Source: an optimization exercise on an open RTL-to-GDS flow (aim: small area and a short achievable clock period). Production flows keep margins and buffers that such runs may drop. At most, simulation tests tie the RTL to the original design; equivalence was not proved. The RTL of run 2 was laid out without a check of its function. Power figures rest on the tool's default switching activity, not on a simulated workload.

--- design/flow/flow/run.sh ---
#!/bin/bash
export SYNTH_ARGS="-noabc"
bash standard.sh > standard.log 2>&1
--- design/flow/standard.sh ---
#!/bin/bash
# synth_recipe.tcl (not shown) runs the flow's synth.tcl, then flattens the netlist and writes it again
# the make line also repeats each setting of config.mk as NAME=value (left out here)
make -C /OpenROAD-flow-scripts/flow DESIGN_CONFIG=/design/flow/config.mk WORK_HOME=/design/flow/orfs CLKGATE_MAP_FILE= SYNTH_SCRIPT=/design/flow/synth_recipe.tcl "${@:-finish}"
--- design/flow/config.mk ---
export PLATFORM = sky130hd
export DESIGN_NAME = fc_head
export DESIGN_NICKNAME = fc_head
export VERILOG_FILES = /design/flow/design.v
export SDC_FILE = /design/flow/constraint.sdc
export NUM_CORES = 4
export LEC_CHECK = 0
export ABC_CLOCK_PERIOD_IN_PS = 1500
export CAP_MARGIN = 20
export CORE_MARGIN = 2
export CORE_UTILIZATION = 40
export CTS_CLUSTER_DIAMETER = 70
export CTS_CLUSTER_SIZE = 24
export SETUP_SLACK_MARGIN = 5.0
export SLEW_MARGIN = 20
--- design/flow/constraint.sdc ---
create_clock -name core_clock -period 8.0 [get_ports {clk}]
set_input_delay 1.6000 -clock core_clock [delete_from_list [all_inputs] [get_ports {clk}]]
set_output_delay 1.6000 -clock core_clock [all_outputs]
set_load 0.01 [all_outputs]
--- design/flow/design.v ---
`timescale 1ns / 1ps
module neuron #(
    parameter signed [15:0] BIAS = 0    
)(
    input clk,
    input [7:0] one,         
    input [7:0] two,         
    input [7:0] neg,         
    input [15:0] weight,     
    input clr,               
    output reg [15:0] logit
);
    wire [31:0] ts, tc;
    mul_tree tree (.one(one), .two(two), .neg(neg), .w(weight), .ps(ts), .pc(tc));
    reg [31:0] ps, pc, p;
    wire [32:0] p_next;
    add_bk #(.W(32)) padd (.a(ps), .b(pc), .s(p_next));
    always @(posedge clk) begin
        ps <= ts;
        pc <= tc;
        p <= p_next[31:0];
    end
    reg [31:0] acc;
    reg [17:0] tot;
    wire [32:0] s;
    wire c31;
    add_pfx #(.W(32)) add (.a(acc), .b(p), .s(s), .cm(c31));
    wire same = acc[31] == p[31];
    wire ovf = same && (c31 != acc[31]);
    wire [31:0] r = ovf ? {acc[31], {31{~acc[31]}}} : {same ? acc[31] : ~c31, s[30:0]};
    always @(posedge clk) begin
        acc <= clr ? 32'd0 : r;
        if (clr)
            tot <= r[31:14];
    end
    wire [18:0] u = {tot[17], tot} + {{3{BIAS[15]}}, BIAS};
    always @(posedge clk)
        logit <= (u[18:15] == 4'b0000 || u[18:15] == 4'b1111) ? u[15:0] :
                 u[18] ? 16'h8000 : 16'h7FFF;
endmodule
module add_pfx #(
    parameter W = 32
)(
    input [W-1:0] a,
    input [W-1:0] b,
    output [W:0] s,
    output cm            
);
    localparam L = $clog2(W);
    wire [W*(L+1)-1:0] G, P;
    assign cm = G[W*L+W-2];
    assign G[W-1:0] = a & b;
    assign P[W-1:0] = a ^ b;
    genvar l, i;
    generate
        for (l = 0; l < L; l = l + 1) begin : pfx
            for (i = 0; i < W; i = i + 1) begin : bt
                if ((i >> l) & 1) begin : merge
                    localparam integer J = ((i >> l) << l) - 1;
                    assign G[W*(l+1)+i] = G[W*l+i] | (P[W*l+i] & G[W*l+J]);
                    assign P[W*(l+1)+i] = P[W*l+i] & P[W*l+J];
                end else begin : pass
                    assign G[W*(l+1)+i] = G[W*l+i];
                    assign P[W*(l+1)+i] = P[W*l+i];
                end
            end
        end
    endgenerate
    assign s = {G[W*L+W-1], P[W-1:0] ^ {G[W*L+W-2:W*L], 1'b0}};
endmodule
module add_bk #(
    parameter W = 32
)(
    input [W-1:0] a,
    input [W-1:0] b,
    output [W:0] s
);
    localparam L = $clog2(W);
    localparam NS = 2 * L - 1;
    wire [W*(NS+1)-1:0] G, P;
    assign G[W-1:0] = a & b;
    assign P[W-1:0] = a ^ b;
    genvar st, i;
    generate
        for (st = 0; st < NS; st = st + 1) begin : pfx
            localparam integer LV = (st < L) ? st : (2 * L - 2 - st);
            localparam integer D = 1 << LV;
            for (i = 0; i < W; i = i + 1) begin : bt
                localparam integer NODE = (st < L) ? (((i + 1) % (2 * D)) == 0) :
                                          ((((i + 1) % (2 * D)) == D) && (i >= 2 * D));
                if (NODE) begin : merge
                    assign G[W*(st+1)+i] = G[W*st+i] | (P[W*st+i] & G[W*st+i-D]);
                    assign P[W*(st+1)+i] = P[W*st+i] & P[W*st+i-D];
                end else begin : pass
                    assign G[W*(st+1)+i] = G[W*st+i];
                    assign P[W*(st+1)+i] = P[W*st+i];
                end
            end
        end
    endgenerate
    assign s = {G[W*NS+W-1], P[W-1:0] ^ {G[W*NS+W-2:W*NS], 1'b0}};
endmodule
module mul_tree (
    input  [7:0] one,
    input  [7:0] two,
    input  [7:0] neg,
    input  [15:0] w,
    output [31:0] ps,
    output [31:0] pc
);
    wire pp0_0 = ((one[0] & w[0]) | (two[0] & 1'b0)) ^ neg[0];
    wire pp0_1 = ((one[0] & w[1]) | (two[0] & w[0])) ^ neg[0];
    wire pp0_2 = ((one[0] & w[2]) | (two[0] & w[1])) ^ neg[0];
    wire pp0_3 = ((one[0] & w[3]) | (two[0] & w[2])) ^ neg[0];
    wire pp0_4 = ((one[0] & w[4]) | (two[0] & w[3])) ^ neg[0];
    wire pp0_5 = ((one[0] & w[5]) | (two[0] & w[4])) ^ neg[0];
    wire pp0_6 = ((one[0] & w[6]) | (two[0] & w[5])) ^ neg[0];
    wire pp0_7 = ((one[0] & w[7]) | (two[0] & w[6])) ^ neg[0];
    wire pp0_8 = ((one[0] & w[8]) | (two[0] & w[7])) ^ neg[0];
    wire pp0_9 = ((one[0] & w[9]) | (two[0] & w[8])) ^ neg[0];
    wire pp0_10 = ((one[0] & w[10]) | (two[0] & w[9])) ^ neg[0];
    wire pp0_11 = ((one[0] & w[11]) | (two[0] & w[10])) ^ neg[0];
    wire pp0_12 = ((one[0] & w[12]) | (two[0] & w[11])) ^ neg[0];
    wire pp0_13 = ((one[0] & w[13]) | (two[0] & w[12])) ^ neg[0];
    wire pp0_14 = ((one[0] & w[14]) | (two[0] & w[13])) ^ neg[0];
    wire pp0_15 = ((one[0] & w[15]) | (two[0] & w[14])) ^ neg[0];
    wire pp0_16 = ~(((one[0] | two[0]) & w[15]) ^ neg[0]);
    wire pp1_0 = ((one[1] & w[0]) | (two[1] & 1'b0)) ^ neg[1];
    wire pp1_1 = ((one[1] & w[1]) | (two[1] & w[0])) ^ neg[1];
    wire pp1_2 = ((one[1] & w[2]) | (two[1] & w[1])) ^ neg[1];
    wire pp1_3 = ((one[1] & w[3]) | (two[1] & w[2])) ^ neg[1];
    wire pp1_4 = ((one[1] & w[4]) | (two[1] & w[3])) ^ neg[1];
    wire pp1_5 = ((one[1] & w[5]) | (two[1] & w[4])) ^ neg[1];
    wire pp1_6 = ((one[1] & w[6]) | (two[1] & w[5])) ^ neg[1];
    wire pp1_7 = ((one[1] & w[7]) | (two[1] & w[6])) ^ neg[1];
    wire pp1_8 = ((one[1] & w[8]) | (two[1] & w[7])) ^ neg[1];
    wire pp1_9 = ((one[1] & w[9]) | (two[1] & w[8])) ^ neg[1];
    wire pp1_10 = ((one[1] & w[10]) | (two[1] & w[9])) ^ neg[1];
    wire pp1_11 = ((one[1] & w[11]) | (two[1] & w[10])) ^ neg[1];
    wire pp1_12 = ((one[1] & w[12]) | (two[1] & w[11])) ^ neg[1];
    wire pp1_13 = ((one[1] & w[13]) | (two[1] & w[12])) ^ neg[1];
    wire pp1_14 = ((one[1] & w[14]) | (two[1] & w[13])) ^ neg[1];
    wire pp1_15 = ((one[1] & w[15]) | (two[1] & w[14])) ^ neg[1];
    wire pp1_16 = ~(((one[1] | two[1]) & w[15]) ^ neg[1]);
    wire pp2_0 = ((one[2] & w[0]) | (two[2] & 1'b0)) ^ neg[2];
    wire pp2_1 = ((one[2] & w[1]) | (two[2] & w[0])) ^ neg[2];
    wire pp2_2 = ((one[2] & w[2]) | (two[2] & w[1])) ^ neg[2];
    wire pp2_3 = ((one[2] & w[3]) | (two[2] & w[2])) ^ neg[2];
    wire pp2_4 = ((one[2] & w[4]) | (two[2] & w[3])) ^ neg[2];
    wire pp2_5 = ((one[2] & w[5]) | (two[2] & w[4])) ^ neg[2];
    wire pp2_6 = ((one[2] & w[6]) | (two[2] & w[5])) ^ neg[2];
    wire pp2_7 = ((one[2] & w[7]) | (two[2] & w[6])) ^ neg[2];
    wire pp2_8 = ((one[2] & w[8]) | (two[2] & w[7])) ^ neg[2];
    wire pp2_9 = ((one[2] & w[9]) | (two[2] & w[8])) ^ neg[2];
    wire pp2_10 = ((one[2] & w[10]) | (two[2] & w[9])) ^ neg[2];
    wire pp2_11 = ((one[2] & w[11]) | (two[2] & w[10])) ^ neg[2];
    wire pp2_12 = ((one[2] & w[12]) | (two[2] & w[11])) ^ neg[2];
    wire pp2_13 = ((one[2] & w[13]) | (two[2] & w[12])) ^ neg[2];
    wire pp2_14 = ((one[2] & w[14]) | (two[2] & w[13])) ^ neg[2];
    wire pp2_15 = ((one[2] & w[15]) | (two[2] & w[14])) ^ neg[2];
    wire pp2_16 = ~(((one[2] | two[2]) & w[15]) ^ neg[2]);
    wire pp3_0 = ((one[3] & w[0]) | (two[3] & 1'b0)) ^ neg[3];
    wire pp3_1 = ((one[3] & w[1]) | (two[3] & w[0])) ^ neg[3];
    wire pp3_2 = ((one[3] & w[2]) | (two[3] & w[1])) ^ neg[3];
    wire pp3_3 = ((one[3] & w[3]) | (two[3] & w[2])) ^ neg[3];
    wire pp3_4 = ((one[3] & w[4]) | (two[3] & w[3])) ^ neg[3];
    wire pp3_5 = ((one[3] & w[5]) | (two[3] & w[4])) ^ neg[3];
    wire pp3_6 = ((one[3] & w[6]) | (two[3] & w[5])) ^ neg[3];
    wire pp3_7 = ((one[3] & w[7]) | (two[3] & w[6])) ^ neg[3];
    wire pp3_8 = ((one[3] & w[8]) | (two[3] & w[7])) ^ neg[3];
    wire pp3_9 = ((one[3] & w[9]) | (two[3] & w[8])) ^ neg[3];
    wire pp3_10 = ((one[3] & w[10]) | (two[3] & w[9])) ^ neg[3];
    wire pp3_11 = ((one[3] & w[11]) | (two[3] & w[10])) ^ neg[3];
    wire pp3_12 = ((one[3] & w[12]) | (two[3] & w[11])) ^ neg[3];
    wire pp3_13 = ((one[3] & w[13]) | (two[3] & w[12])) ^ neg[3];
    wire pp3_14 = ((one[3] & w[14]) | (two[3] & w[13])) ^ neg[3];
    wire pp3_15 = ((one[3] & w[15]) | (two[3] & w[14])) ^ neg[3];
    wire pp3_16 = ~(((one[3] | two[3]) & w[15]) ^ neg[3]);
    wire pp4_0 = ((one[4] & w[0]) | (two[4] & 1'b0)) ^ neg[4];
    wire pp4_1 = ((one[4] & w[1]) | (two[4] & w[0])) ^ neg[4];
    wire pp4_2 = ((one[4] & w[2]) | (two[4] & w[1])) ^ neg[4];
    wire pp4_3 = ((one[4] & w[3]) | (two[4] & w[2])) ^ neg[4];
    wire pp4_4 = ((one[4] & w[4]) | (two[4] & w[3])) ^ neg[4];
    wire pp4_5 = ((one[4] & w[5]) | (two[4] & w[4])) ^ neg[4];
    wire pp4_6 = ((one[4] & w[6]) | (two[4] & w[5])) ^ neg[4];
    wire pp4_7 = ((one[4] & w[7]) | (two[4] & w[6])) ^ neg[4];
    wire pp4_8 = ((one[4] & w[8]) | (two[4] & w[7])) ^ neg[4];
    wire pp4_9 = ((one[4] & w[9]) | (two[4] & w[8])) ^ neg[4];
    wire pp4_10 = ((one[4] & w[10]) | (two[4] & w[9])) ^ neg[4];
    wire pp4_11 = ((one[4] & w[11]) | (two[4] & w[10])) ^ neg[4];
    wire pp4_12 = ((one[4] & w[12]) | (two[4] & w[11])) ^ neg[4];
    wire pp4_13 = ((one[4] & w[13]) | (two[4] & w[12])) ^ neg[4];
    wire pp4_14 = ((one[4] & w[14]) | (two[4] & w[13])) ^ neg[4];
    wire pp4_15 = ((one[4] & w[15]) | (two[4] & w[14])) ^ neg[4];
    wire pp4_16 = ~(((one[4] | two[4]) & w[15]) ^ neg[4]);
    wire pp5_0 = ((one[5] & w[0]) | (two[5] & 1'b0)) ^ neg[5];
    wire pp5_1 = ((one[5] & w[1]) | (two[5] & w[0])) ^ neg[5];
    wire pp5_2 = ((one[5] & w[2]) | (two[5] & w[1])) ^ neg[5];
    wire pp5_3 = ((one[5] & w[3]) | (two[5] & w[2])) ^ neg[5];
    wire pp5_4 = ((one[5] & w[4]) | (two[5] & w[3])) ^ neg[5];
    wire pp5_5 = ((one[5] & w[5]) | (two[5] & w[4])) ^ neg[5];
    wire pp5_6 = ((one[5] & w[6]) | (two[5] & w[5])) ^ neg[5];
    wire pp5_7 = ((one[5] & w[7]) | (two[5] & w[6])) ^ neg[5];
    wire pp5_8 = ((one[5] & w[8]) | (two[5] & w[7])) ^ neg[5];
    wire pp5_9 = ((one[5] & w[9]) | (two[5] & w[8])) ^ neg[5];
    wire pp5_10 = ((one[5] & w[10]) | (two[5] & w[9])) ^ neg[5];
    wire pp5_11 = ((one[5] & w[11]) | (two[5] & w[10])) ^ neg[5];
    wire pp5_12 = ((one[5] & w[12]) | (two[5] & w[11])) ^ neg[5];
    wire pp5_13 = ((one[5] & w[13]) | (two[5] & w[12])) ^ neg[5];
    wire pp5_14 = ((one[5] & w[14]) | (two[5] & w[13])) ^ neg[5];
    wire pp5_15 = ((one[5] & w[15]) | (two[5] & w[14])) ^ neg[5];
    wire pp5_16 = ~(((one[5] | two[5]) & w[15]) ^ neg[5]);
    wire pp6_0 = ((one[6] & w[0]) | (two[6] & 1'b0)) ^ neg[6];
    wire pp6_1 = ((one[6] & w[1]) | (two[6] & w[0])) ^ neg[6];
    wire pp6_2 = ((one[6] & w[2]) | (two[6] & w[1])) ^ neg[6];
    wire pp6_3 = ((one[6] & w[3]) | (two[6] & w[2])) ^ neg[6];
    wire pp6_4 = ((one[6] & w[4]) | (two[6] & w[3])) ^ neg[6];
    wire pp6_5 = ((one[6] & w[5]) | (two[6] & w[4])) ^ neg[6];
    wire pp6_6 = ((one[6] & w[6]) | (two[6] & w[5])) ^ neg[6];
    wire pp6_7 = ((one[6] & w[7]) | (two[6] & w[6])) ^ neg[6];
    wire pp6_8 = ((one[6] & w[8]) | (two[6] & w[7])) ^ neg[6];
    wire pp6_9 = ((one[6] & w[9]) | (two[6] & w[8])) ^ neg[6];
    wire pp6_10 = ((one[6] & w[10]) | (two[6] & w[9])) ^ neg[6];
    wire pp6_11 = ((one[6] & w[11]) | (two[6] & w[10])) ^ neg[6];
    wire pp6_12 = ((one[6] & w[12]) | (two[6] & w[11])) ^ neg[6];
    wire pp6_13 = ((one[6] & w[13]) | (two[6] & w[12])) ^ neg[6];
    wire pp6_14 = ((one[6] & w[14]) | (two[6] & w[13])) ^ neg[6];
    wire pp6_15 = ((one[6] & w[15]) | (two[6] & w[14])) ^ neg[6];
    wire pp6_16 = ~(((one[6] | two[6]) & w[15]) ^ neg[6]);
    wire pp7_0 = ((one[7] & w[0]) | (two[7] & 1'b0)) ^ neg[7];
    wire pp7_1 = ((one[7] & w[1]) | (two[7] & w[0])) ^ neg[7];
    wire pp7_2 = ((one[7] & w[2]) | (two[7] & w[1])) ^ neg[7];
    wire pp7_3 = ((one[7] & w[3]) | (two[7] & w[2])) ^ neg[7];
    wire pp7_4 = ((one[7] & w[4]) | (two[7] & w[3])) ^ neg[7];
    wire pp7_5 = ((one[7] & w[5]) | (two[7] & w[4])) ^ neg[7];
    wire pp7_6 = ((one[7] & w[6]) | (two[7] & w[5])) ^ neg[7];
    wire pp7_7 = ((one[7] & w[7]) | (two[7] & w[6])) ^ neg[7];
    wire pp7_8 = ((one[7] & w[8]) | (two[7] & w[7])) ^ neg[7];
    wire pp7_9 = ((one[7] & w[9]) | (two[7] & w[8])) ^ neg[7];
    wire pp7_10 = ((one[7] & w[10]) | (two[7] & w[9])) ^ neg[7];
    wire pp7_11 = ((one[7] & w[11]) | (two[7] & w[10])) ^ neg[7];
    wire pp7_12 = ((one[7] & w[12]) | (two[7] & w[11])) ^ neg[7];
    wire pp7_13 = ((one[7] & w[13]) | (two[7] & w[12])) ^ neg[7];
    wire pp7_14 = ((one[7] & w[14]) | (two[7] & w[13])) ^ neg[7];
    wire pp7_15 = ((one[7] & w[15]) | (two[7] & w[14])) ^ neg[7];
    wire pp7_16 = ~(((one[7] | two[7]) & w[15]) ^ neg[7]);
    wire hs0 = neg[5] ^ pp0_10;
    wire hc0 = neg[5] & pp0_10;
    wire hs1 = pp0_11 ^ pp1_9;
    wire hc1 = pp0_11 & pp1_9;
    wire fs0 = neg[6] ^ pp0_12 ^ pp1_10;
    wire fc0 = (neg[6] & pp0_12) | (neg[6] & pp1_10) | (pp0_12 & pp1_10);
    wire hs2 = pp2_8 ^ pp3_6;
    wire hc2 = pp2_8 & pp3_6;
    wire fs1 = pp0_13 ^ pp1_11 ^ pp2_9;
    wire fc1 = (pp0_13 & pp1_11) | (pp0_13 & pp2_9) | (pp1_11 & pp2_9);
    wire hs3 = pp3_7 ^ pp4_5;
    wire hc3 = pp3_7 & pp4_5;
    wire fs2 = neg[7] ^ pp0_14 ^ pp1_12;
    wire fc2 = (neg[7] & pp0_14) | (neg[7] & pp1_12) | (pp0_14 & pp1_12);
    wire fs3 = pp2_10 ^ pp3_8 ^ pp4_6;
    wire fc3 = (pp2_10 & pp3_8) | (pp2_10 & pp4_6) | (pp3_8 & pp4_6);
    wire hs4 = pp5_4 ^ pp6_2;
    wire hc4 = pp5_4 & pp6_2;
    wire fs4 = pp0_15 ^ pp1_13 ^ pp2_11;
    wire fc4 = (pp0_15 & pp1_13) | (pp0_15 & pp2_11) | (pp1_13 & pp2_11);
    wire fs5 = pp3_9 ^ pp4_7 ^ pp5_5;
    wire fc5 = (pp3_9 & pp4_7) | (pp3_9 & pp5_5) | (pp4_7 & pp5_5);
    wire hs5 = pp6_3 ^ pp7_1;
    wire hc5 = pp6_3 & pp7_1;
    wire fs6 = 1'b1 ^ pp0_16 ^ pp1_14;
    wire fc6 = (1'b1 & pp0_16) | (1'b1 & pp1_14) | (pp0_16 & pp1_14);
    wire fs7 = pp2_12 ^ pp3_10 ^ pp4_8;
    wire fc7 = (pp2_12 & pp3_10) | (pp2_12 & pp4_8) | (pp3_10 & pp4_8);
    wire fs8 = pp5_6 ^ pp6_4 ^ pp7_2;
    wire fc8 = (pp5_6 & pp6_4) | (pp5_6 & pp7_2) | (pp6_4 & pp7_2);
    wire fs9 = 1'b1 ^ pp1_15 ^ pp2_13;
    wire fc9 = (1'b1 & pp1_15) | (1'b1 & pp2_13) | (pp1_15 & pp2_13);
    wire fs10 = pp3_11 ^ pp4_9 ^ pp5_7;
    wire fc10 = (pp3_11 & pp4_9) | (pp3_11 & pp5_7) | (pp4_9 & pp5_7);
    wire hs6 = pp6_5 ^ pp7_3;
    wire hc6 = pp6_5 & pp7_3;
    wire fs11 = pp1_16 ^ pp2_14 ^ pp3_12;
    wire fc11 = (pp1_16 & pp2_14) | (pp1_16 & pp3_12) | (pp2_14 & pp3_12);
    wire fs12 = pp4_10 ^ pp5_8 ^ pp6_6;
    wire fc12 = (pp4_10 & pp5_8) | (pp4_10 & pp6_6) | (pp5_8 & pp6_6);
    wire fs13 = 1'b1 ^ pp2_15 ^ pp3_13;
    wire fc13 = (1'b1 & pp2_15) | (1'b1 & pp3_13) | (pp2_15 & pp3_13);
    wire hs7 = pp4_11 ^ pp5_9;
    wire hc7 = pp4_11 & pp5_9;
    wire fs14 = pp2_16 ^ pp3_14 ^ pp4_12;
    wire fc14 = (pp2_16 & pp3_14) | (pp2_16 & pp4_12) | (pp3_14 & pp4_12);
    wire hs8 = 1'b1 ^ pp3_15;
    wire hc8 = 1'b1 & pp3_15;
    wire hs9 = neg[3] ^ pp0_6;
    wire hc9 = neg[3] & pp0_6;
    wire hs10 = pp0_7 ^ pp1_5;
    wire hc10 = pp0_7 & pp1_5;
    wire fs15 = neg[4] ^ pp0_8 ^ pp1_6;
    wire fc15 = (neg[4] & pp0_8) | (neg[4] & pp1_6) | (pp0_8 & pp1_6);
    wire hs11 = pp2_4 ^ pp3_2;
    wire hc11 = pp2_4 & pp3_2;
    wire fs16 = pp0_9 ^ pp1_7 ^ pp2_5;
    wire fc16 = (pp0_9 & pp1_7) | (pp0_9 & pp2_5) | (pp1_7 & pp2_5);
    wire hs12 = pp3_3 ^ pp4_1;
    wire hc12 = pp3_3 & pp4_1;
    wire fs17 = pp1_8 ^ pp2_6 ^ pp3_4;
    wire fc17 = (pp1_8 & pp2_6) | (pp1_8 & pp3_4) | (pp2_6 & pp3_4);
    wire fs18 = pp4_2 ^ pp5_0 ^ hs0;
    wire fc18 = (pp4_2 & pp5_0) | (pp4_2 & hs0) | (pp5_0 & hs0);
    wire fs19 = pp2_7 ^ pp3_5 ^ pp4_3;
    wire fc19 = (pp2_7 & pp3_5) | (pp2_7 & pp4_3) | (pp3_5 & pp4_3);
    wire fs20 = pp5_1 ^ hc0 ^ hs1;
    wire fc20 = (pp5_1 & hc0) | (pp5_1 & hs1) | (hc0 & hs1);
    wire fs21 = pp4_4 ^ pp5_2 ^ pp6_0;
    wire fc21 = (pp4_4 & pp5_2) | (pp4_4 & pp6_0) | (pp5_2 & pp6_0);
    wire fs22 = hc1 ^ hs2 ^ fs0;
    wire fc22 = (hc1 & hs2) | (hc1 & fs0) | (hs2 & fs0);
    wire fs23 = pp5_3 ^ pp6_1 ^ hc2;
    wire fc23 = (pp5_3 & pp6_1) | (pp5_3 & hc2) | (pp6_1 & hc2);
    wire fs24 = hs3 ^ fc0 ^ fs1;
    wire fc24 = (hs3 & fc0) | (hs3 & fs1) | (fc0 & fs1);
    wire fs25 = pp7_0 ^ hc3 ^ hs4;
    wire fc25 = (pp7_0 & hc3) | (pp7_0 & hs4) | (hc3 & hs4);
    wire fs26 = fc1 ^ fs2 ^ fs3;
    wire fc26 = (fc1 & fs2) | (fc1 & fs3) | (fs2 & fs3);
    wire fs27 = hc4 ^ hs5 ^ fc2;
    wire fc27 = (hc4 & hs5) | (hc4 & fc2) | (hs5 & fc2);
    wire fs28 = fc3 ^ fs4 ^ fs5;
    wire fc28 = (fc3 & fs4) | (fc3 & fs5) | (fs4 & fs5);
    wire fs29 = hc5 ^ fc4 ^ fc5;
    wire fc29 = (hc5 & fc4) | (hc5 & fc5) | (fc4 & fc5);
    wire fs30 = fs6 ^ fs7 ^ fs8;
    wire fc30 = (fs6 & fs7) | (fs6 & fs8) | (fs7 & fs8);
    wire fs31 = hs6 ^ fc6 ^ fc7;
    wire fc31 = (hs6 & fc6) | (hs6 & fc7) | (fc6 & fc7);
    wire fs32 = fc8 ^ fs10 ^ fs9;
    wire fc32 = (fc8 & fs10) | (fc8 & fs9) | (fs10 & fs9);
    wire fs33 = pp7_4 ^ hc6 ^ fc10;
    wire fc33 = (pp7_4 & hc6) | (pp7_4 & fc10) | (hc6 & fc10);
    wire fs34 = fc9 ^ fs11 ^ fs12;
    wire fc34 = (fc9 & fs11) | (fc9 & fs12) | (fs11 & fs12);
    wire fs35 = pp6_7 ^ pp7_5 ^ hs7;
    wire fc35 = (pp6_7 & pp7_5) | (pp6_7 & hs7) | (pp7_5 & hs7);
    wire fs36 = fc11 ^ fc12 ^ fs13;
    wire fc36 = (fc11 & fc12) | (fc11 & fs13) | (fc12 & fs13);
    wire fs37 = pp5_10 ^ pp6_8 ^ pp7_6;
    wire fc37 = (pp5_10 & pp6_8) | (pp5_10 & pp7_6) | (pp6_8 & pp7_6);
    wire fs38 = hc7 ^ fc13 ^ fs14;
    wire fc38 = (hc7 & fc13) | (hc7 & fs14) | (fc13 & fs14);
    wire fs39 = pp4_13 ^ pp5_11 ^ pp6_9;
    wire fc39 = (pp4_13 & pp5_11) | (pp4_13 & pp6_9) | (pp5_11 & pp6_9);
    wire fs40 = pp7_7 ^ hs8 ^ fc14;
    wire fc40 = (pp7_7 & hs8) | (pp7_7 & fc14) | (hs8 & fc14);
    wire fs41 = pp3_16 ^ pp4_14 ^ pp5_12;
    wire fc41 = (pp3_16 & pp4_14) | (pp3_16 & pp5_12) | (pp4_14 & pp5_12);
    wire fs42 = pp6_10 ^ pp7_8 ^ hc8;
    wire fc42 = (pp6_10 & pp7_8) | (pp6_10 & hc8) | (pp7_8 & hc8);
    wire fs43 = 1'b1 ^ pp4_15 ^ pp5_13;
    wire fc43 = (1'b1 & pp4_15) | (1'b1 & pp5_13) | (pp4_15 & pp5_13);
    wire hs13 = pp6_11 ^ pp7_9;
    wire hc13 = pp6_11 & pp7_9;
    wire fs44 = pp4_16 ^ pp5_14 ^ pp6_12;
    wire fc44 = (pp4_16 & pp5_14) | (pp4_16 & pp6_12) | (pp5_14 & pp6_12);
    wire hs14 = 1'b1 ^ pp5_15;
    wire hc14 = 1'b1 & pp5_15;
    wire hs15 = neg[2] ^ pp0_4;
    wire hc15 = neg[2] & pp0_4;
    wire hs16 = pp0_5 ^ pp1_3;
    wire hc16 = pp0_5 & pp1_3;
    wire fs45 = pp1_4 ^ pp2_2 ^ pp3_0;
    wire fc45 = (pp1_4 & pp2_2) | (pp1_4 & pp3_0) | (pp2_2 & pp3_0);
    wire fs46 = pp2_3 ^ pp3_1 ^ hc9;
    wire fc46 = (pp2_3 & pp3_1) | (pp2_3 & hc9) | (pp3_1 & hc9);
    wire fs47 = pp4_0 ^ hc10 ^ hs11;
    wire fc47 = (pp4_0 & hc10) | (pp4_0 & hs11) | (hc10 & hs11);
    wire fs48 = hc11 ^ hs12 ^ fc15;
    wire fc48 = (hc11 & hs12) | (hc11 & fc15) | (hs12 & fc15);
    wire fs49 = hc12 ^ fc16 ^ fs17;
    wire fc49 = (hc12 & fc16) | (hc12 & fs17) | (fc16 & fs17);
    wire fs50 = fc17 ^ fs19 ^ fc18;
    wire fc50 = (fc17 & fs19) | (fc17 & fc18) | (fs19 & fc18);
    wire fs51 = fc19 ^ fs21 ^ fc20;
    wire fc51 = (fc19 & fs21) | (fc19 & fc20) | (fs21 & fc20);
    wire fs52 = fc21 ^ fs23 ^ fc22;
    wire fc52 = (fc21 & fs23) | (fc21 & fc22) | (fs23 & fc22);
    wire fs53 = fc23 ^ fs25 ^ fc24;
    wire fc53 = (fc23 & fs25) | (fc23 & fc24) | (fs25 & fc24);
    wire fs54 = fc25 ^ fc26 ^ fs27;
    wire fc54 = (fc25 & fc26) | (fc25 & fs27) | (fc26 & fs27);
    wire fs55 = fc27 ^ fc28 ^ fs29;
    wire fc55 = (fc27 & fc28) | (fc27 & fs29) | (fc28 & fs29);
    wire fs56 = fc29 ^ fc30 ^ fs31;
    wire fc56 = (fc29 & fc30) | (fc29 & fs31) | (fc30 & fs31);
    wire fs57 = fc31 ^ fc32 ^ fs33;
    wire fc57 = (fc31 & fc32) | (fc31 & fs33) | (fc32 & fs33);
    wire fs58 = fs35 ^ fc33 ^ fc34;
    wire fc58 = (fs35 & fc33) | (fs35 & fc34) | (fc33 & fc34);
    wire fs59 = fs37 ^ fc35 ^ fc36;
    wire fc59 = (fs37 & fc35) | (fs37 & fc36) | (fc35 & fc36);
    wire fs60 = fc37 ^ fs39 ^ fc38;
    wire fc60 = (fc37 & fs39) | (fc37 & fc38) | (fs39 & fc38);
    wire fs61 = fc39 ^ fs41 ^ fs42;
    wire fc61 = (fc39 & fs41) | (fc39 & fs42) | (fs41 & fs42);
    wire fs62 = hs13 ^ fc41 ^ fs43;
    wire fc62 = (hs13 & fc41) | (hs13 & fs43) | (fc41 & fs43);
    wire fs63 = pp7_10 ^ hc13 ^ fc43;
    wire fc63 = (pp7_10 & hc13) | (pp7_10 & fc43) | (hc13 & fc43);
    wire fs64 = pp6_13 ^ pp7_11 ^ hs14;
    wire fc64 = (pp6_13 & pp7_11) | (pp6_13 & hs14) | (pp7_11 & hs14);
    wire fs65 = pp5_16 ^ pp6_14 ^ pp7_12;
    wire fc65 = (pp5_16 & pp6_14) | (pp5_16 & pp7_12) | (pp6_14 & pp7_12);
    wire hs17 = 1'b1 ^ pp6_15;
    wire hc17 = 1'b1 & pp6_15;
    wire hs18 = neg[1] ^ pp0_2;
    wire hc18 = neg[1] & pp0_2;
    wire hs19 = pp0_3 ^ pp1_1;
    wire hc19 = pp0_3 & pp1_1;
    wire fs66 = pp1_2 ^ pp2_0 ^ hs15;
    wire fc66 = (pp1_2 & pp2_0) | (pp1_2 & hs15) | (pp2_0 & hs15);
    wire fs67 = pp2_1 ^ hc15 ^ hs16;
    wire fc67 = (pp2_1 & hc15) | (pp2_1 & hs16) | (hc15 & hs16);
    wire fs68 = hc16 ^ hs9 ^ fs45;
    wire fc68 = (hc16 & hs9) | (hc16 & fs45) | (hs9 & fs45);
    wire fs69 = hs10 ^ fc45 ^ fs46;
    wire fc69 = (hs10 & fc45) | (hs10 & fs46) | (fc45 & fs46);
    wire fs70 = fs15 ^ fc46 ^ fs47;
    wire fc70 = (fs15 & fc46) | (fs15 & fs47) | (fc46 & fs47);
    wire fs71 = fs16 ^ fc47 ^ fs48;
    wire fc71 = (fs16 & fc47) | (fs16 & fs48) | (fc47 & fs48);
    wire fs72 = fs18 ^ fc48 ^ fs49;
    wire fc72 = (fs18 & fc48) | (fs18 & fs49) | (fc48 & fs49);
    wire fs73 = fs20 ^ fc49 ^ fs50;
    wire fc73 = (fs20 & fc49) | (fs20 & fs50) | (fc49 & fs50);
    wire fs74 = fs22 ^ fc50 ^ fs51;
    wire fc74 = (fs22 & fc50) | (fs22 & fs51) | (fc50 & fs51);
    wire fs75 = fs24 ^ fc51 ^ fs52;
    wire fc75 = (fs24 & fc51) | (fs24 & fs52) | (fc51 & fs52);
    wire fs76 = fs26 ^ fc52 ^ fs53;
    wire fc76 = (fs26 & fc52) | (fs26 & fs53) | (fc52 & fs53);
    wire fs77 = fs28 ^ fc53 ^ fs54;
    wire fc77 = (fs28 & fc53) | (fs28 & fs54) | (fc53 & fs54);
    wire fs78 = fs30 ^ fc54 ^ fs55;
    wire fc78 = (fs30 & fc54) | (fs30 & fs55) | (fc54 & fs55);
    wire fs79 = fs32 ^ fc55 ^ fs56;
    wire fc79 = (fs32 & fc55) | (fs32 & fs56) | (fc55 & fs56);
    wire fs80 = fs34 ^ fc56 ^ fs57;
    wire fc80 = (fs34 & fc56) | (fs34 & fs57) | (fc56 & fs57);
    wire fs81 = fs36 ^ fc57 ^ fs58;
    wire fc81 = (fs36 & fc57) | (fs36 & fs58) | (fc57 & fs58);
    wire fs82 = fs38 ^ fc58 ^ fs59;
    wire fc82 = (fs38 & fc58) | (fs38 & fs59) | (fc58 & fs59);
    wire fs83 = fs40 ^ fc59 ^ fs60;
    wire fc83 = (fs40 & fc59) | (fs40 & fs60) | (fc59 & fs60);
    wire fs84 = fc40 ^ fs61 ^ fc60;
    wire fc84 = (fc40 & fs61) | (fc40 & fc60) | (fs61 & fc60);
    wire fs85 = fc42 ^ fs62 ^ fc61;
    wire fc85 = (fc42 & fs62) | (fc42 & fc61) | (fs62 & fc61);
    wire fs86 = fs44 ^ fc62 ^ fs63;
    wire fc86 = (fs44 & fc62) | (fs44 & fs63) | (fc62 & fs63);
    wire fs87 = fc44 ^ fs64 ^ fc63;
    wire fc87 = (fc44 & fs64) | (fc44 & fc63) | (fs64 & fc63);
    wire fs88 = hc14 ^ fs65 ^ fc64;
    wire fc88 = (hc14 & fs65) | (hc14 & fc64) | (fs65 & fc64);
    wire fs89 = pp7_13 ^ hs17 ^ fc65;
    wire fc89 = (pp7_13 & hs17) | (pp7_13 & fc65) | (hs17 & fc65);
    wire fs90 = pp6_16 ^ pp7_14 ^ hc17;
    wire fc90 = (pp6_16 & pp7_14) | (pp6_16 & hc17) | (pp7_14 & hc17);
    wire hs20 = 1'b1 ^ pp7_15;
    wire hc20 = 1'b1 & pp7_15;
    assign ps[0] = neg[0];
    assign pc[0] = pp0_0;
    assign ps[1] = pp0_1;
    assign pc[1] = 1'b0;
    assign ps[2] = pp1_0;
    assign pc[2] = hs18;
    assign ps[3] = hc18;
    assign pc[3] = hs19;
    assign ps[4] = hc19;
    assign pc[4] = fs66;
    assign ps[5] = fc66;
    assign pc[5] = fs67;
    assign ps[6] = fc67;
    assign pc[6] = fs68;
    assign ps[7] = fc68;
    assign pc[7] = fs69;
    assign ps[8] = fc69;
    assign pc[8] = fs70;
    assign ps[9] = fc70;
    assign pc[9] = fs71;
    assign ps[10] = fc71;
    assign pc[10] = fs72;
    assign ps[11] = fc72;
    assign pc[11] = fs73;
    assign ps[12] = fc73;
    assign pc[12] = fs74;
    assign ps[13] = fc74;
    assign pc[13] = fs75;
    assign ps[14] = fc75;
    assign pc[14] = fs76;
    assign ps[15] = fc76;
    assign pc[15] = fs77;
    assign ps[16] = fc77;
    assign pc[16] = fs78;
    assign ps[17] = fc78;
    assign pc[17] = fs79;
    assign ps[18] = fc79;
    assign pc[18] = fs80;
    assign ps[19] = fc80;
    assign pc[19] = fs81;
    assign ps[20] = fc81;
    assign pc[20] = fs82;
    assign ps[21] = fc82;
    assign pc[21] = fs83;
    assign ps[22] = fc83;
    assign pc[22] = fs84;
    assign ps[23] = fs85;
    assign pc[23] = fc84;
    assign ps[24] = fs86;
    assign pc[24] = fc85;
    assign ps[25] = fc86;
    assign pc[25] = fs87;
    assign ps[26] = fs88;
    assign pc[26] = fc87;
    assign ps[27] = fs89;
    assign pc[27] = fc88;
    assign ps[28] = fs90;
    assign pc[28] = fc89;
    assign ps[29] = hs20;
    assign pc[29] = fc90;
    assign ps[30] = pp7_16;
    assign pc[30] = hc20;
    assign ps[31] = 1'b1;
    assign pc[31] = 1'b0;
endmodule
`timescale 1ns / 1ps
module Softmax (
    input clk,
    input rst,
    input [63:0] in,           
    input in_valid,            
    output reg [63:0] out,
    output reg valid,
    output [7:0] led_control
);
    function [15:0] exp_lut;
        input [3:0] idx;
        begin
            case (idx)
                4'd0:  exp_lut = 16'h0800;
                4'd1:  exp_lut = 16'h09D0;
                4'd2:  exp_lut = 16'h0C20;
                4'd3:  exp_lut = 16'h0F80;
                4'd4:  exp_lut = 16'h1480;
                4'd5:  exp_lut = 16'h1C80;
                4'd6:  exp_lut = 16'h2A00;
                4'd7:  exp_lut = 16'h4000;
                4'd8:  exp_lut = 16'h6800;
                4'd9:  exp_lut = 16'hAC00;
                4'd10: exp_lut = 16'h1280;
                4'd11: exp_lut = 16'h1F80;
                4'd12: exp_lut = 16'h2C00;
                4'd13: exp_lut = 16'h4C00;
                4'd14: exp_lut = 16'h8000;
                default: exp_lut = 16'hD800;
            endcase
        end
    endfunction
    function [3:0] rank;
        input [3:0] idx;
        begin
            case (idx)
                4'd0:  rank = 4'd0;
                4'd1:  rank = 4'd1;
                4'd2:  rank = 4'd2;
                4'd3:  rank = 4'd3;
                4'd4:  rank = 4'd5;
                4'd5:  rank = 4'd6;
                4'd6:  rank = 4'd8;
                4'd7:  rank = 4'd10;
                4'd8:  rank = 4'd12;
                4'd9:  rank = 4'd14;
                4'd10: rank = 4'd4;
                4'd11: rank = 4'd7;
                4'd12: rank = 4'd9;
                4'd13: rank = 4'd11;
                4'd14: rank = 4'd13;
                default: rank = 4'd15;
            endcase
        end
    endfunction
    wire [3:0] i0 = {~in[15], in[14:12]};
    wire [3:0] i1 = {~in[31], in[30:28]};
    wire [3:0] i2 = {~in[47], in[46:44]};
    wire [3:0] i3 = {~in[63], in[62:60]};
    wire [15:0] e0 = exp_lut(i0);
    wire [15:0] e1 = exp_lut(i1);
    wire [15:0] e2 = exp_lut(i2);
    wire [15:0] e3 = exp_lut(i3);
    reg [12:0] p01, p23;
    wire [12:0] p01_next, p23_next;
    wire [13:0] sum;
    add_pfx #(.W(12)) add01 (.a(e0[15:4]), .b(e1[15:4]), .s(p01_next));
    add_pfx #(.W(12)) add23 (.a(e2[15:4]), .b(e3[15:4]), .s(p23_next));
    add_pfx #(.W(13)) add4 (.a(p01), .b(p23), .s(sum));
    wire [3:0] s = sum[13:10];
    wire [2:0] sh = (s == 4'b0000) ? 3'd4 :
                    (s[3:1] == 3'b001) ? 3'd3 :
                    (s[3:2] == 2'b01) ? 3'd2 :
                    s[3] ? 3'd1 : 3'd0;
    wire [3:0] r0 = rank(i0);
    wire [3:0] r1 = rank(i1);
    wire [3:0] r2 = rank(i2);
    wire [3:0] r3 = rank(i3);
    reg g10, g20, g30, g21, g31, g32;
    wire [1:0] cls = (g30 && g31 && g32) ? 2'd3 :
                     (g20 && g21) ? 2'd2 :
                     g10 ? 2'd1 : 2'd0;
    reg [3:0] led;
    assign led_control = {4'b0000, led};
    reg valid_d;
    wire [15:0] n0 = e0 >> sh;
    wire [15:0] n1 = e1 >> sh;
    wire [15:0] n2 = e2 >> sh;
    wire [15:0] n3 = e3 >> sh;
    always @(posedge clk) begin
        p01 <= p01_next;
        g10 <= r1 > r0;
        g20 <= r2 > r0;
        g30 <= r3 > r0;
        g21 <= r2 > r1;
        g31 <= r3 > r1;
        g32 <= r3 > r2;
        p23 <= p23_next;
        valid_d <= !rst && in_valid;
        out <= {1'b0, n3[14:0], 1'b0, n2[14:0], 1'b0, n1[14:0], 1'b0, n0[14:0]};
        led <= 4'b0001 << cls;
        valid <= !rst && valid_d;
    end
endmodule
`timescale 1ns / 1ps
module fc_head #(
    parameter DATA_WIDTH = 16,
    parameter NUM_INPUTS = 1024,
    parameter NUM_OUTPUTS = 4
)(
    input clk,
    input rst,
    input [DATA_WIDTH-1:0] myinput,
    input [DATA_WIDTH*NUM_OUTPUTS-1:0] myweights,
    input myinputValid,
    output [DATA_WIDTH*NUM_OUTPUTS-1:0] softmax_out,
    output softmax_valid,
    output [7:0] led_control,
    output [DATA_WIDTH*NUM_OUTPUTS-1:0] logits
);
    reg [9:0] input_count;
    reg [63:0] weights;
    reg last0, last1, last2, last3, logit_valid, rst_d, clr;
    reg [7:0] b_one, b_two, b_neg;
    reg [7:0] b_one_n, b_two_n, b_neg_n;
    wire take = myinputValid && !rst;
    wire [16:0] xe = {myinput, 1'b0};
    wire [7:0] e_one, e_two, e_neg;
    genvar i;
    generate
        for (i = 0; i < 8; i = i + 1) begin : booth
            assign e_one[i] = xe[2*i+1] ^ xe[2*i];
            assign e_two[i] = (xe[2*i+2] & ~xe[2*i+1] & ~xe[2*i]) | (~xe[2*i+2] & xe[2*i+1] & xe[2*i]);
            assign e_neg[i] = xe[2*i+2];
        end
    endgenerate
    always @(posedge clk) begin
        b_one <= take ? e_one : 8'd0;
        b_two <= take ? e_two : 8'd0;
        b_neg <= take ? e_neg : 8'd0;
        b_one_n <= ~(take ? e_one : 8'd0);
        b_two_n <= ~(take ? e_two : 8'd0);
        b_neg_n <= ~(take ? e_neg : 8'd0);
        weights <= myweights;
        rst_d <= rst;
        clr <= rst_d || last1;
        if (rst) begin
            input_count <= 0;
            last0 <= 0;
            last1 <= 0;
            last2 <= 0;
            last3 <= 0;
            logit_valid <= 0;
        end else begin
            if (myinputValid)
                input_count <= input_count + 1;
            last0 <= myinputValid && (input_count == NUM_INPUTS-1);
            last1 <= last0;
            last2 <= last1;
            last3 <= last2;
            logit_valid <= last3;
        end
    end
    localparam [63:0] BIASES = {16'h003C, 16'h0001, 16'hFFD1, 16'h0006};
    generate
        for (i = 0; i < NUM_OUTPUTS; i = i + 1) begin : output_layer
            neuron #(
                .BIAS(BIASES[(i+1)*DATA_WIDTH-1 -: DATA_WIDTH])
            ) neuron_output (
                .clk(clk),
                .one(i < 2 ? b_one : ~b_one_n),
                .two(i < 2 ? b_two : ~b_two_n),
                .neg(i < 2 ? b_neg : ~b_neg_n),
                .weight(weights[(i+1)*DATA_WIDTH-1 -: DATA_WIDTH]),
                .clr(clr),
                .logit(logits[(i+1)*DATA_WIDTH-1 -: DATA_WIDTH])
            );
        end
    endgenerate
    Softmax softmax_inst (
        .clk(clk),
        .rst(rst),
        .in(logits),
        .in_valid(logit_valid),
        .out(softmax_out),
        .valid(softmax_valid),
        .led_control(led_control)
    );
endmodule
==> flow_summary.json, run 1 <==
{
  "status": "complete, no violations",
  "die_w_um": 371.2,
  "finalCritPeriodShare": 0.3923,
  "crit_top_cell": "a21o_1",
  "ir_drop_uv": 483.0,
  "crit_path_top_delay_cell": "nor3b_4",
  "antenna_found_initial": 12,
  "fin_area_mm2": 0.06802,
  "cp-start-kind": "register",
  "grt_max_degree": 65,
  "place_ws_ns": 4.104,
  "cap_viol_max_count": 0,
  "cts_num_sinks": 861,
  "path_cells": "ha_1 > a21o_1 > a21o_1 > a21oi_1 > o21ai_1 > a211oi_2 > nor3b_4 > a21oi_4 > nor2_4 > clkbuf_16 > o21ai_0",
  "core_area_mm2": 0.1336,
  "placed_area_mm2": 0.05739,
  "port_buffers": 211,
  "vias": 42152,
  "synth-edff-count": 72,
  "final_nets": 6620,
  "dieArea_mm2": 0.1378,
  "synth_seq_cells": 861,
  "layout_setup_ws_ns": 4.862,
  "clkLatencyLatePin_ns": 0.72,
  "clk_pin_slew_ns": 0.09,
  "tritoncts": "yes",
  "critPathMaxStageDelay_ns": 0.41,
  "drc": 0,
  "max_clock_freq_ghz": 0.3187,
  "utilization": 0.5090,
  "whs_ns": 0.4466,
  "ys_warn_count": 6,
  "htreeDepth": 3,
  "gp_congestion": 0.8636,
  "synthCells": 5314,
  "track_usage": 0.2217,
  "syn_to_final_growth_pct": 26.14,
  "tightestPinTransition_ns": 0.8477,
  "min_path_type": "reg2reg",
  "ant_nets": 0,
  "vias_per_cell": 5.582,
  "cts_root_buf": "clkbuf_16",
  "synth-main-ff-cell": "dfxtp_1",
  "first_global_vias": 41290,
  "final_common_cell": "dfxtp_1",
  "dp_hpwl_um": 100900,
  "clk_path_buf_depth": 3,
  "clock_skew_ns": 0.05549,
  "syn_area_per_cell_um2": 10.15,
  "rsz0062_at_grt": "true",
  "power-per-cell-area_mw_per_mm2": 424.4,
  "start_util": 0.4035,
  "layout-drive-gt1-share": 0.2298,
  "firstDrtPassIters": 6,
  "totalWireLength_um": 162500,
  "synth_cell_types": 89,
  "crit_required_ns": 8.43,
  "hold_viol": 0,
  "numCtsBuffers": 72,
  "layout_common_cells": "dfxtp_1, xnor2_1, fa_1",
  "drtIter0Drc": 3798,
  "rows": 134,
  "p_leak_nw": 28.98,
  "netlist_area_mm2": 0.05392,
  "ioPinCount": 220,
  "relSlewSlack": 0.4289,
  "finalSetupTns_ns": 0,
  "grt_overflow": 0,
  "grt_first_pass_wirelength_um": 239800,
  "setup_viol": 0,
  "wire_per_inst_um": 21.52,
  "seq_area_frac_synth": 0.3330,
  "drv_slew": 0,
  "cp_top_family": "compound AO/OA/AOI/OAI gates",
  "critical_path.max_fanout": 8,
  "crit_path_end_kind": "register",
  "min_period_ns": 3.138,
  "path_buf_inv": 1,
  "arrival_ns": 3.57,
  "ys_async_sr_fraction": 0,
  "crit_type": "reg2reg",
  "ctsHoldBuffers": 0,
  "die_h_um": 371.2
}
[cell families after synthesis]
| family | synth area share |
|---|---|
| other cells | 0.00006955 |
| flops | 0.3330 |
| buf+inv | 0.04527 |
| fa+ha+maj | 0.2514 |
| mux | 0.007913 |
| compound gates | 0.1642 |
| simple gates | 0.07483 |
| xor+xnor | 0.1233 |
[per-layer routing]
metal | vias to the layer above | track usage | share of wire
li1 | 19315 | - | -
met1 | 20455 | 0.3023 | 0.43
met2 | 1918 | 0.3464 | 0.45
met3 | 462 | 0.03761 | 0.078
met4 | 2 | 0.09499 | 0.047
met5 | - | 0 | 0.000043
[Yosys cell counts (169+ instances only)]
library cell | instances | area, um2
ha_1 | 386 | 4830
nor2_1 | 281 | 1055
fa_1 | 436 | 8728
o21ai_0 | 169 | 845.8
dfxtp_1 | 789 | 15800
nand2_1 | 265 | 994.7
xor2_1 | 206 | 1804
o22ai_1 | 261 | 1633
xnor2_1 | 553 | 4843
inv_1 | 256 | 960.9
a21oi_1 | 256 | 1281
a22oi_1 | 253 | 1899
clkbuf_1 | 287 | 1077
[where the power goes]
group	leakage, nW	internal [mW]	switching [mW]
Sequential	7.34	6.36	1.14
Combinational	20.3	7.78	9.62
Clock	1.30	1.95	2.01
Total	29.0	16.1	12.8
[registers in the layout, summed over array words and instances (netlist names), 10 cells and up]
signal / cells
output_layer.neuron_output.tot: 72
output_layer.neuron_output.acc: 128
output_layer.neuron_output.pc: 120
output_layer.neuron_output.p: 128
softmax_inst.p23: 13
output_layer.neuron_output.logit: 64
softmax_inst.out: 60
softmax_inst.p01: 13
output_layer.neuron_output.ps: 122
input_count: 10
weights: 64
[repair_timing]
| item | CTS | global route |
|---|---|---|
| gates resized for setup | 631 | 570 |
| pin swaps | 90 | 255 |
| setup endpoints to repair | 576 | 386 |
| gates cloned | 27 | 21 |
| endpoints found under the hold margin | 0 | 0 |
| setup buffers | 211 | 164 |
[metrics by stage]
step / total power, mW / instances
6_report: 28.87 / 7552
2_1_floorplan: 16.96 / 5321
4_1_cts: 26.61 / 7358
5_1_grt: 30.91 / 7552
3_5_place_dp: 21.18 / 6986
3_3_place_gp: 20.92 / 6986
[area by class of cell]
type | instances | area, um2
well taps | 1768 | 2212
multi-input cells | 3843 | 36380
flip-flops and latches | 861 | 18360
repair inverters | 4 | 30.03
repair buffers | 672 | 7159
diodes | 9 | 22.52
fillers | 11722 | 65610
clock inverters | 57 | 822.0
inverters | 261 | 1150
clock buffers | 77 | 1873
[worst paths after layout]
kind / start / to / cells past startpoint / slack, ns
max: output_layer[3].neuron_output.p[17] / output_layer[3].neuron_output.tot[5] / 11 / 4.86
min: last0 / last1 / 1 / 0.45
max reg2reg: output_layer[3].neuron_output.p[17] / output_layer[3].neuron_output.tot[5] / 11 / 4.86
min reg2reg: last0 / last1 / 1 / 0.45
==> run 2, diff against run 1 <==
--- a/design/flow/design.v
+++ b/design/flow/design.v
@@ -7,7 +7,7 @@
     input [7:0] two,         
     input [7:0] neg,         
     input [15:0] weight,     
-    input clr,               
+    input start,             
     output reg [15:0] logit
 );
     wire [31:0] ts, tc;
@@ -21,34 +21,27 @@
         p <= p_next[31:0];
     end
     reg [31:0] acc;
-    reg [17:0] tot;
     wire [32:0] s;
-    wire c31;
-    add_pfx #(.W(32)) add (.a(acc), .b(p), .s(s), .cm(c31));
-    wire same = acc[31] == p[31];
-    wire ovf = same && (c31 != acc[31]);
-    wire [31:0] r = ovf ? {acc[31], {31{~acc[31]}}} : {same ? acc[31] : ~c31, s[30:0]};
-    always @(posedge clk) begin
-        acc <= clr ? 32'd0 : r;
-        if (clr)
-            tot <= r[31:14];
-    end
-    wire [18:0] u = {tot[17], tot} + {{3{BIAS[15]}}, BIAS};
+    add_pfx #(.W(32)) add (.a(acc), .b(p), .s(s));
+    wire ovf = (acc[31] == p[31]) && (s[31] != acc[31]);
+    wire [31:0] r = ovf ? {acc[31], {31{~acc[31]}}} : s[31:0];
     always @(posedge clk)
-        logit <= (u[18:15] == 4'b0000 || u[18:15] == 4'b1111) ? u[15:0] :
-                 u[18] ? 16'h8000 : 16'h7FFF;
+        acc <= start ? p : r;
+    wire [18:0] u = {acc[31], acc[31:14]} + {{3{BIAS[15]}}, BIAS};
+    always @(posedge clk)
+        if (start)
+            logit <= (u[18:15] == 4'b0000 || u[18:15] == 4'b1111) ? u[15:0] :
+                     u[18] ? 16'h8000 : 16'h7FFF;
 endmodule
 module add_pfx #(
     parameter W = 32
 )(
     input [W-1:0] a,
     input [W-1:0] b,
-    output [W:0] s,
-    output cm            
+    output [W:0] s
 );
     localparam L = $clog2(W);
     wire [W*(L+1)-1:0] G, P;
-    assign cm = G[W*L+W-2];
     assign G[W-1:0] = a & b;
     assign P[W-1:0] = a ^ b;
     genvar l, i;
@@ -656,7 +649,7 @@
 );
     reg [9:0] input_count;
     reg [63:0] weights;
-    reg last0, last1, last2, last3, logit_valid, rst_d, clr;
+    reg last0, last1, last2, last3, logit_valid, rst_d, rst_dd, start;
     reg [7:0] b_one, b_two, b_neg;
     reg [7:0] b_one_n, b_two_n, b_neg_n;
     wire take = myinputValid && !rst;
@@ -679,7 +672,8 @@
         b_neg_n <= ~(take ? e_neg : 8'd0);
         weights <= myweights;
         rst_d <= rst;
-        clr <= rst_d || last1;
+        rst_dd <= rst_d;
+        start <= rst_dd || last2;
         if (rst) begin
             input_count <= 0;
             last0 <= 0;
@@ -708,7 +702,7 @@
                 .two(i < 2 ? b_two : ~b_two_n),
                 .neg(i < 2 ? b_neg : ~b_neg_n),
                 .weight(weights[(i+1)*DATA_WIDTH-1 -: DATA_WIDTH]),
-                .clr(clr),
+                .start(start),
                 .logit(logits[(i+1)*DATA_WIDTH-1 -: DATA_WIDTH])
             );
         end
==> design/flow/run.sh (new file) <==
#!/bin/bash
# synth_recipe.tcl (not shown) runs the flow's synth.tcl, then flattens the netlist and writes it again
# the make line also repeats each setting of config.mk as NAME=value (left out here)
make -C /OpenROAD-flow-scripts/flow DESIGN_CONFIG=/design/flow/config.mk WORK_HOME=/design/flow/orfs CLKGATE_MAP_FILE= SYNTH_SCRIPT=/design/flow/synth_recipe.tcl finish
--- a/design/flow/config.mk
+++ b/design/flow/config.mk
@@ -9,7 +9,7 @@
 export CAP_MARGIN = 20
 export CORE_MARGIN = 2
 export CORE_UTILIZATION = 40
-export CTS_CLUSTER_DIAMETER = 70
-export CTS_CLUSTER_SIZE = 24
-export SETUP_SLACK_MARGIN = 5.0
+export CTS_CLUSTER_DIAMETER = 80
+export CTS_CLUSTER_SIZE = 30
+export SETUP_SLACK_MARGIN = 4.8
 export SLEW_MARGIN = 20
removed: design/flow/flow/run.sh
removed: design/flow/standard.sh
==> flow_summary.json, run 2 <==
{
  "crit_path_end_kind": "register",
  "layout_common_cells": "dfxtp_1, inv_1, xnor2_1",
  "first_global_vias": 41034,
  "rsz0062_at_grt": "true",
  "totalWireLength_um": 150700,
  "wire_per_inst_um": 19.94,
  "cts_num_sinks": 790,
  "synth_cell_types": 92,
  "synth-main-ff-cell": "dfxtp_1",
  "clkLatencyLatePin_ns": 0.71,
  "grt_overflow": 0,
  "p_leak_nw": 27.37,
  "final_nets": 6670,
  "min_period_ns": 3.449,
  "hold_viol": 0,
  "htreeDepth": 2,
  "synth_top_area_share": 0.2682,
  "clk_pin_slew_ns": 0.11,
  "final_cell_count_no_fill": 7555,
  "multi_input_area_mm2": 0.03475,
  "regArea_mm2": 0.01666,
  "clk_path_buf_depth": 3,
  "ys_async_sr_fraction": 0,
  "drtIter0Drc": 3326,
  "crit_required_ns": 8.64,
  "drv_slew": 0,
  "synthCells": 5515,
  "track_usage": 0.2114,
  "firstDrtPassIters": 6,
  "status": "complete, no violations",
  "seq_area_frac_synth": 0.3061,
  "grt_first_pass_wirelength_um": 231700,
  "min_path_type": "reg2reg",
  "synth-edff-count": 68,
  "rows": 134,
  "ir_drop_uv": 311.8,
  "nFillCells": 12249,
  "top_regs": "output_layer.neuron_output.acc x128, output_layer.neuron_output.p x128, output_layer.neuron_output.ps x122",
  "cts_root_buf": "clkbuf_16",
  "grt_max_degree": 74,
  "start_util": 0.4033,
  "yosys.area.top_type": "dfxtp_1",
  "relSlewSlack": 0.3720,
  "cap_viol_max_count": 0,
  "cp-start-kind": "register",
  "dp_hpwl_um": 98570,
  "final_common_cell": "dfxtp_1",
  "synthTopCellsByArea": "dfxtp_1, fa_1, ha_1",
  "power-per-cell-area_mw_per_mm2": 412.9,
  "antenna_found_initial": 7,
  "tritoncts": "yes",
  "vias_per_cell": 5.421,
  "finalCritPeriodShare": 0.4311,
  "fin_area_mm2": 0.06376,
  "placed_area_mm2": 0.05725,
  "whs_ns": 0.3390,
  "drc": 0,
  "ys_warn_count": 6,
  "tightestPinTransition_ns": 0.9420,
  "core_area_mm2": 0.1336,
  "ys_top_cells_by_count": "dfxtp_1, inv_1, xnor2_1",
  "clock_skew_ns": 0.03995,
  "vias": 40957,
  "port_buffers": 211,
  "numCtsBuffers": 53,
  "die_w_um": 371.1,
  "layout-drive-gt1-share": 0.1357,
  "arrival_ns": 4.09,
  "yosysMostFrequentCell": "dfxtp_1",
  "ant_nets": 0,
  "finalSetupTns_ns": 0,
  "dpl.cell_count": 7186,
  "die_h_um": 371.1,
  "dieArea_mm2": 0.1377,
  "crit_type": "reg2reg",
  "syn_to_final_growth_pct": 18.32,
  "gp_congestion": 0.8567,
  "setup_viol": 0,
  "synth_seq_cells": 790,
  "max_clock_freq_ghz": 0.2900,
  "netlist_area_mm2": 0.05389,
  "ioPinCount": 220,
  "critical_path.max_fanout": 3,
  "syn_area_per_cell_um2": 9.772
}
-- run 2: cell count changes after synthesis, sizes merged, moves of 30 or more --
cell	change
dfxtp	-67
a2bb2oi	+53
o21ai	-43
nor2	-110
inv	+414
a21oi	+41
xnor2	+30
-- run 2: power by group --
| part | switching (mW) | internal, mW | total (mW) |
|---|---|---|---|
| Combinational | 8.72 | 7.27 | 16.0 |
| Clock | 1.84 | 1.53 | 3.37 |
| Sequential | 1.20 | 5.77 | 6.96 |
| Total | 11.8 | 14.6 | 26.3 |
-- run 2: cell type report --
class | count | area share
multi-input combinational | 3700 | 0.5450
tap | 1768 | 0.03469
inverter | 675 | 0.04219
timing repair buffer | 519 | 0.08212
antenna | 2 | 0.00007849
sequential | 790 | 0.2613
timing repair inverter | 1 | 0.00007849
clock inverter | 44 | 0.01307
clock buffer | 56 | 0.02147
-- run 2: what timing repair did --
item	4_1_cts	5_1_grt
buffers inserted	140	110
setup endpoints to repair	424	326
hold buffers	0	0
pin swaps	85	94
cloned	11	6
endpoints found under the hold margin	0	0
resized for setup	398	225
-- run 2: worst max-delay path: stages (launching register included) --
cell	delay [ns]
dfxtp_2	0.35
ha_4	0.16
ha_4	0.15
a21o_1	0.15
a21o_1	0.21
a2111oi_4	0.28
buf_4	0.18
o31ai_4	0.08
a211o_4	0.37
a221o_1	0.36
a41oi_2	0.20
a21oi_2	0.10
a31o_2	0.27
fa_2	0.51
-- run 2: routing by layer --
metal  vias to the layer above  track usage  wire [um]
li1                      19095            -          -
met1                     19874       0.2906      66770
met2                      1667       0.3318      66550
met3                       315      0.03818      11910
met4                         6      0.07646       5418
met5                         -     0.002098         35
-- run 2: logic make-up (layout without fill, tap and decap cells) --
family / after synthesis / after routing / synth area share
mux: 51 / 51 / 0.009681
other cells: 1 / 10 / 0.00006958
simple gates: 671 / 673 / 0.05700
buf+inv: 1038 / 1295 / 0.07404
flops: 790 / 790 / 0.3061
fa+ha+maj: 847 / 847 / 0.2574
compound gates: 1356 / 1360 / 0.1721
xor+xnor: 761 / 761 / 0.1237
-- run 2: final timing paths --
path,slack (ns),to,depth (start not counted),start
setup / recovery,4.55,output_layer[2].neuron_output.p[30],13,output_layer[2].neuron_output.ps[0]
hold / removal,0.34,rst_dd,0,rst_d
setup reg to reg,4.55,output_layer[2].neuron_output.p[30],13,output_layer[2].neuron_output.ps[0]
hold reg to reg,0.34,rst_dd,0,rst_d
-- run 2: per-stage QoR --
step	setup WS [ns]	power, mW	util
after global placement	3.965	20.71	0.4284
final	4.552	26.33	0.4772
after CTS	4.429	25.40	0.4618
after floorplan	4.808	17.05	-
after detailed placement	3.944	21.01	0.4284
after global routing	4.426	28.56	0.4772

port drivers added, routing unchanged:
No port has a modelled driver above. Below, the same layouts with a new extraction and two added sets of constraints.
Step 1, drivers: a clkbuf_16 drives clk and a buf_2 each remaining input, both assumed.
Step 2 adds t to the input delays and takes it off the output delays; t is the mean of the earliest and latest rising clock arrival at the registers after step 1. Input paths then give back, and output paths get back, about the clock's delay inside the block.
Slacks: ideal / step 1 / step 2; pairs: ideal / step 1.
| run | t, ns | setup slack, ns | worst setup path after step 2 | latest minus earliest clock arrival (ns) | pins driven straight from the clock port |
|---|---|---|---|---|---|
| run 1 | 0.766 | 4.862 / 4.862 / 4.546 | input to register | 0.057 / 0.057 | 1 |
| run 2 | 0.762 | 4.551 / 4.551 / 4.551 | register to register | 0.050 / 0.050 | 1 |
After both steps every run listed still meets setup and hold. For run 1, which loses most, drivers alone change the setup slack by 0.000 ns; drivers and shift together by -0.316 ns.
